What follows belongs to an exercise in optimizing a design on an open flow for small area, a short achievable clock period and few clock cycles; a production flow would make more cautious choices.
Where RTL was checked, it was by simulation tests only, not by an equivalence proof against the original.
Power is estimated from default activity; no workload was simulated.

the baseline:
Design multicycle, start of the top module:
module multicycle
#(	parameter [31:0] INITIAL_PC = 32'h00400000
)
(
input clk, rst,
input [31:0] instr, dReadData,
output MemRead, MemWrite,
output [31:0] PC, dAddress, dWriteData
);
datapath #(INITIAL_PC) datapath1 (.clk(clk), .rst(rst), .instr(instr), .dReadData(dReadData),
	.PC(PC), .MemRead(MemRead), .MemWrite(MemWrite), .dAddress(dAddress), .dWriteData(dWriteData));
endmodule
==> module rf_read32, before the edit <==
module rf_read32 (
input  [31:0] sel,
input  [31:0] d,
output        y
);
wire [10:0] n;
genvar g;
generate
	for (g = 0; g < 10; g = g + 1) begin : grp
		rf_aoi3 u (.s(sel[3*g+2:3*g]), .d(d[3*g+2:3*g]), .y(n[g]));
	end
endgenerate
rf_aoi2 u10 (.s(sel[31:30]), .d(d[31:30]), .y(n[10]));
assign y = ~&n;
endmodule
==> module rf_aoi2, before the edit <==
module rf_aoi2 (
input  [1:0] s,
input  [1:0] d,
output       y
);
assign y = ~|(s & d);
endmodule
==> module datapath, before the edit <==
module datapath
#(	parameter [31:0] INITIAL_PC = 32'h00400000
)
(
input clk, rst,
input [31:0] instr, dReadData,
output reg [31:0] PC,
output reg MemRead, MemWrite,
output reg [31:0] dAddress, dWriteData
);
reg        iv;           
reg [12:0] fa;           
reg [31:0] ir;
reg        dv;           
reg [31:0] ea, eb;
reg [13:0] eimm;
reg        brp;          
reg [4:0]  erd;
reg        ewe, eld, est, ebr, euimm;
reg        esub, esel_add, esel_slt, esel_xor, esel_or, esel_and, esel_sh, esh_left, esh_arith;
reg [31:0] m1res;       
reg [4:0]  m1rd, m2rd;
reg        m1we, m1ld, m2we, m2ld;
reg [31:0] m2res;
wire [6:0] op  = ir[6:0];
wire [2:0] f3  = ir[14:12];
wire [4:0] rs1 = ir[19:15];
wire [4:0] rs2 = ir[24:20];
wire [4:0] rd  = ir[11:7];
wire isR  = (op == 7'b0110011);
wire isI  = (op == 7'b0010011);
wire isLW = (op == 7'b0000011);
wire isSW = (op == 7'b0100011);
wire isBR = (op == 7'b1100011);
wire isA  = isR | isI;
wire d_we  = isA | isLW;
wire d_rs2 = isR | isSW | isBR;
wire [12:0] immb = {ir[31], ir[7], ir[30:25], ir[11:8], 1'b0};
wire [13:0] d_imm = isBR ? ({immb[12], immb} - 14'd12)
                  : isSW ? {{2{ir[31]}}, ir[31:25], ir[11:7]}
                  :        {{2{ir[31]}}, ir[31:20]};
wire [31:0] wdata = m2ld ? dReadData : m2res;
wire [31:0] rd1, rd2;
regfile regfile1 (.clk(clk), .readReg1(rs1), .readReg2(rs2), .writeReg(m2rd),
		  .writeData(wdata), .write(m2we), .readData1(rd1), .readData2(rd2));
wire [31:0] d_a = (m1we && m1rd == rs1) ? m1res : (m2we && m2rd == rs1) ? wdata : rd1;
wire [31:0] d_b = (m1we && m1rd == rs2) ? m1res : (m2we && m2rd == rs2) ? wdata : rd2;
wire hz = dv & ((eld  & (erd  == rs1 || (d_rs2 && erd  == rs2)))
              | (m1ld & (m1rd == rs1 || (d_rs2 && m1rd == rs2))));
wire [31:0] a   = ea;
wire [31:0] b   = eb;
wire [31:0] op2 = euimm ? {{18{eimm[13]}}, eimm} : b;
wire [31:0] result;
wire [31:0] bx  = esub ? ~op2 : op2;
wire [31:0] sum = p0 ^ cy;
wire        lt  = (a[31] ^ op2[31]) ? a[31] : sum[31];
wire [31:0] x   = a ^ op2;
wire [31:0] g0 = a & bx;
wire [31:0] p0 = a ^ bx;
reg  [31:0] g, p, cy;
integer i, d;
always @(*) begin
	g = g0;
	p = p0;
	for (d = 1; d < 32; d = d * 2)
		for (i = 2*d-1; i < 32; i = i + 2*d) begin
			g[i] = g[i] | (p[i] & g[i-d]);
			p[i] = p[i] & p[i-d];
		end
	for (d = 8; d >= 1; d = d / 2)
		for (i = 3*d-1; i < 32; i = i + 2*d) begin
			g[i] = g[i] | (p[i] & g[i-d]);
			p[i] = p[i] & p[i-d];
		end
	cy[0] = esub;
	for (i = 1; i < 32; i = i + 1) cy[i] = g[i-1] | (p[i-1] & esub);
end
reg  [31:0] ain, sr, shout;
always @(*) begin
	for (i = 0; i < 32; i = i + 1) ain[i] = esh_left ? a[31-i] : a[i];
	sr = $unsigned($signed({esh_arith & a[31], ain}) >>> op2[4:0]);
	for (i = 0; i < 32; i = i + 1) shout[i] = esh_left ? sr[31-i] : sr[i];
end
assign result = ({32{esel_add}} & sum)
              | ({32{esel_slt}} & {31'b0, lt})
              | ({32{esel_xor}} & x)
              | ({32{esel_or}}  & (a | op2))
              | ({32{esel_and}} & (a & op2))
              | ({32{esel_sh}}  & shout);
wire jmp      = dv & isBR & (rs1 == rs2);
wire [13:0] jmp_off = {immb[12], immb} - 14'd8;
wire        ijmp;
wire [12:0] pc_next;
wire taken    = ebr & (a == b);
wire redirect = taken | brp | hz | jmp | ijmp;
wire d_go     = dv & ~(taken | brp | hz | jmp);
wire [13:0] pc_off = brp ? eimm : hz ? -14'd8 : jmp ? jmp_off : 14'd4;
wire [31:0] pc_nx  = PC + {{18{pc_off[13]}}, pc_off};
fetch_jmp fj (.instr(instr), .fa(fa), .pc_mid(PC[12:2]),
	.live(iv & ~brp & ~hz & ~(dv & isBR)), .pc_nx(pc_nx[12:0]), .ijmp(ijmp), .pc_next(pc_next));
wire fwa = ewe && erd == rs1;
wire fwb = ewe && erd == rs2;
always @(posedge clk) begin
	if (rst) PC <= INITIAL_PC;
	else if (!taken) begin
		PC[12:0] <= pc_next;
		if (!ijmp) PC[31:13] <= pc_nx[31:13];	 
	end
	fa <= PC[12:0];
	brp <= ~rst & taken;
	iv <= ~rst & ~redirect;
	dv <= ~rst & iv & ~redirect;
	ir <= instr;
	ewe  <= ~rst & d_go & d_we;
	eld  <= ~rst & d_go & isLW;
	est  <= ~rst & d_go & isSW;
	ebr  <= ~rst & d_go & isBR;
	euimm <= isI | isLW | isSW;
	esub     <= isR & ((f3 == 3'b000 & ir[30]) | f3 == 3'b010) | isI & f3 == 3'b010;
	esel_add <= isA & f3 == 3'b000 | isLW | isSW;
	esel_slt <= isA & f3 == 3'b010;
	esel_xor <= isA & f3 == 3'b100;
	esel_or  <= isA & f3 == 3'b110;
	esel_and <= isA & f3 == 3'b111;
	esel_sh  <= isA & f3[1:0] == 2'b01;
	esh_left <= ~f3[2];
	esh_arith <= ir[30];
	if (!taken) eimm <= d_imm;
	erd  <= rd;
	ea   <= fwa ? result : d_a;
	eb   <= fwb ? result : d_b;
	dAddress   <= result;
	m1res      <= result;
	dWriteData <= b;
	MemRead    <= ~rst & eld;
	MemWrite   <= ~rst & est;
	m1we <= ~rst & ewe;
	m1ld <= ~rst & eld;
	m1rd <= erd;
	m2we  <= ~rst & m1we;
	m2ld  <= m1ld;
	m2rd  <= m1rd;
	m2res <= m1res;
end
endmodule
export LEC_CHECK = 0
export CAP_MARGIN = 20
export CORE_MARGIN = 2
export CORE_UTILIZATION = 40
export CTS_CLUSTER_DIAMETER = 100
export CTS_CLUSTER_SIZE = 30
export PLACE_DENSITY = 0.6
export SLEW_MARGIN = 20
export SYNTH_HIERARCHICAL = 1
create_clock -name core_clock -period 20.0 [get_ports {clk}]
standard.sh (not shown) runs the stock make flow with config.mk's settings and CLKGATE_MAP_FILE= SYNTH_SCRIPT=/design/flow/synth_recipe.tcl, a recipe that flattens the netlist after the stock synthesis.
==> flow/flow/run.sh <==
#!/bin/bash
set -euo pipefail
work=$(pwd)
export POST_GLOBAL_PLACE_TCL=$work/flow/io_buffers.tcl
export SETUP_SLACK_MARGIN=14.6
bash standard.sh synth > "$work/flow_synth.log" 2>&1
bash standard.sh finish > "$work/flow_layout.log" 2>&1
==> flow/flow/io_buffers.tcl <==
# Sourced after global placement (POST_GLOBAL_PLACE_TCL). Swap each port
# buffer for a plain buffer: buf_4 on inputs, buf_2 on outputs.
set nswap 0
foreach inst [[ord::get_db_block] getInsts] {
  if { [[$inst getMaster] getName] ne "sky130_fd_sc_hd__clkdlybuf4s50_1" } { continue }
  set to ""
  foreach it [$inst getITerms] {
    set net [$it getNet]
    if { $net eq "NULL" || [llength [$net getBTerms]] == 0 } { continue }
    if { [$it isInputSignal] } { set to sky130_fd_sc_hd__buf_4 } else { set to sky130_fd_sc_hd__buf_2 }
  }
  if { $to ne "" } {
    replace_cell [$inst getName] $to
    incr nswap
  }
}
puts "io_buffers: swapped $nswap port buffers"
Testbench counts of the baseline, summed over its fixed seeds: cycles 14,546.
[inputs] the candidate vs the baseline
--- a/flow/design.v
+++ b/flow/design.v
@@ -9,23 +9,16 @@
 generate
 	for (g = 0; g < 10; g = g + 1) begin : grp
 		rf_aoi3 u (.s(sel[3*g+2:3*g]), .d(d[3*g+2:3*g]), .y(n[g]));
 	end
 endgenerate
-rf_aoi2 u10 (.s(sel[31:30]), .d(d[31:30]), .y(n[10]));
+rf_aoi3 u10 (.s({1'b0, sel[31:30]}), .d({1'b0, d[31:30]}), .y(n[10]));
 assign y = ~&n;
 endmodule
 module rf_aoi3 (
 input  [2:0] s,
 input  [2:0] d,
-output       y
-);
-assign y = ~|(s & d);
-endmodule
-module rf_aoi2 (
-input  [1:0] s,
-input  [1:0] d,
 output       y
 );
 assign y = ~|(s & d);
 endmodule
 `timescale 1ns/1ps
@@ -157,11 +150,11 @@
 wire redirect = taken | brp | hz | jmp | ijmp;
 wire d_go     = dv & ~(taken | brp | hz | jmp);
 wire [13:0] pc_off = brp ? eimm : hz ? -14'd8 : jmp ? jmp_off : 14'd4;
 wire [31:0] pc_nx  = PC + {{18{pc_off[13]}}, pc_off};
 fetch_jmp fj (.instr(instr), .fa(fa), .pc_mid(PC[12:2]),
-	.live(iv & ~brp & ~hz & ~(dv & isBR)), .pc_nx(pc_nx[12:0]), .ijmp(ijmp), .pc_next(pc_next));
+	.live(iv & ~brp & ~hz & ~jmp), .pc_nx(pc_nx[12:0]), .ijmp(ijmp), .pc_next(pc_next));
 wire fwa = ewe && erd == rs1;
 wire fwb = ewe && erd == rs2;
 always @(posedge clk) begin
 	if (rst) PC <= INITIAL_PC;
 	else if (!taken) begin
==> comparison <==
Summary of the candidate over the baseline: final cell count has increased; number of unique standard cell types used by synthesis has decreased.
The baseline -> the candidate: overall global routing resource usage flat
Comparing the candidate with the baseline, the filler cell count in the final layout came out essentially unchanged.
Looking at the baseline and the candidate, the fraction of the core area covered by cells at the end of the flow is a wash.
The setup slack after placement number comes out lower for the candidate vs the baseline.
In the flow results for the baseline and the candidate, the layout-stage area growth over the synthesis result is larger on the candidate.
The candidate ends up with a non-clock buffer count that is 2 lower than in the baseline.
The baseline ended up with in2reg as its kind of critical path; the candidate ended up with reg2out.
Measured against each other, the baseline and the candidate differ in wire length, the lower figure coming from the candidate.
The candidate vs. the baseline: share of power burned in registers flat, synthesized area down about 0.8%.
Function not checked in the candidate: the RTL went through the layout flow alone.

[static timing again, ports no longer ideal]
Ports are ideal in the flow. The routed layouts listed here were re-timed in OpenROAD. Step 1 sets driving cells, clkbuf_16 on the clock port and buf_2 on the other inputs (assumed; they add their load-dependent delay and slew). Step 2 adds t to the input delays and takes it off the output delays; t is the mean of the earliest and latest rising clock arrival at the registers after step 1. Input paths then give back, and output paths get back, about the clock's delay inside the block. Three values: ideal, step 1, step 2; two values: the first two.
run | t (ns) | setup WS [ns] | worst setup path after step 2 | clock arrival spread, ns | worst data-port slew with drivers (ns)
the baseline | 0.785 | 14.637 / 14.575 / 13.904 | input to register | 0.071 / 0.071 | 0.07
the candidate | 0.813 | 14.647 / 14.566 / 14.034 | input to register | 0.120 / 0.120 | 0.06
After both steps every run listed still meets setup and hold. The setup slack of the baseline, which loses most, moves by -0.062 ns with the drivers and by -0.733 ns with both steps.
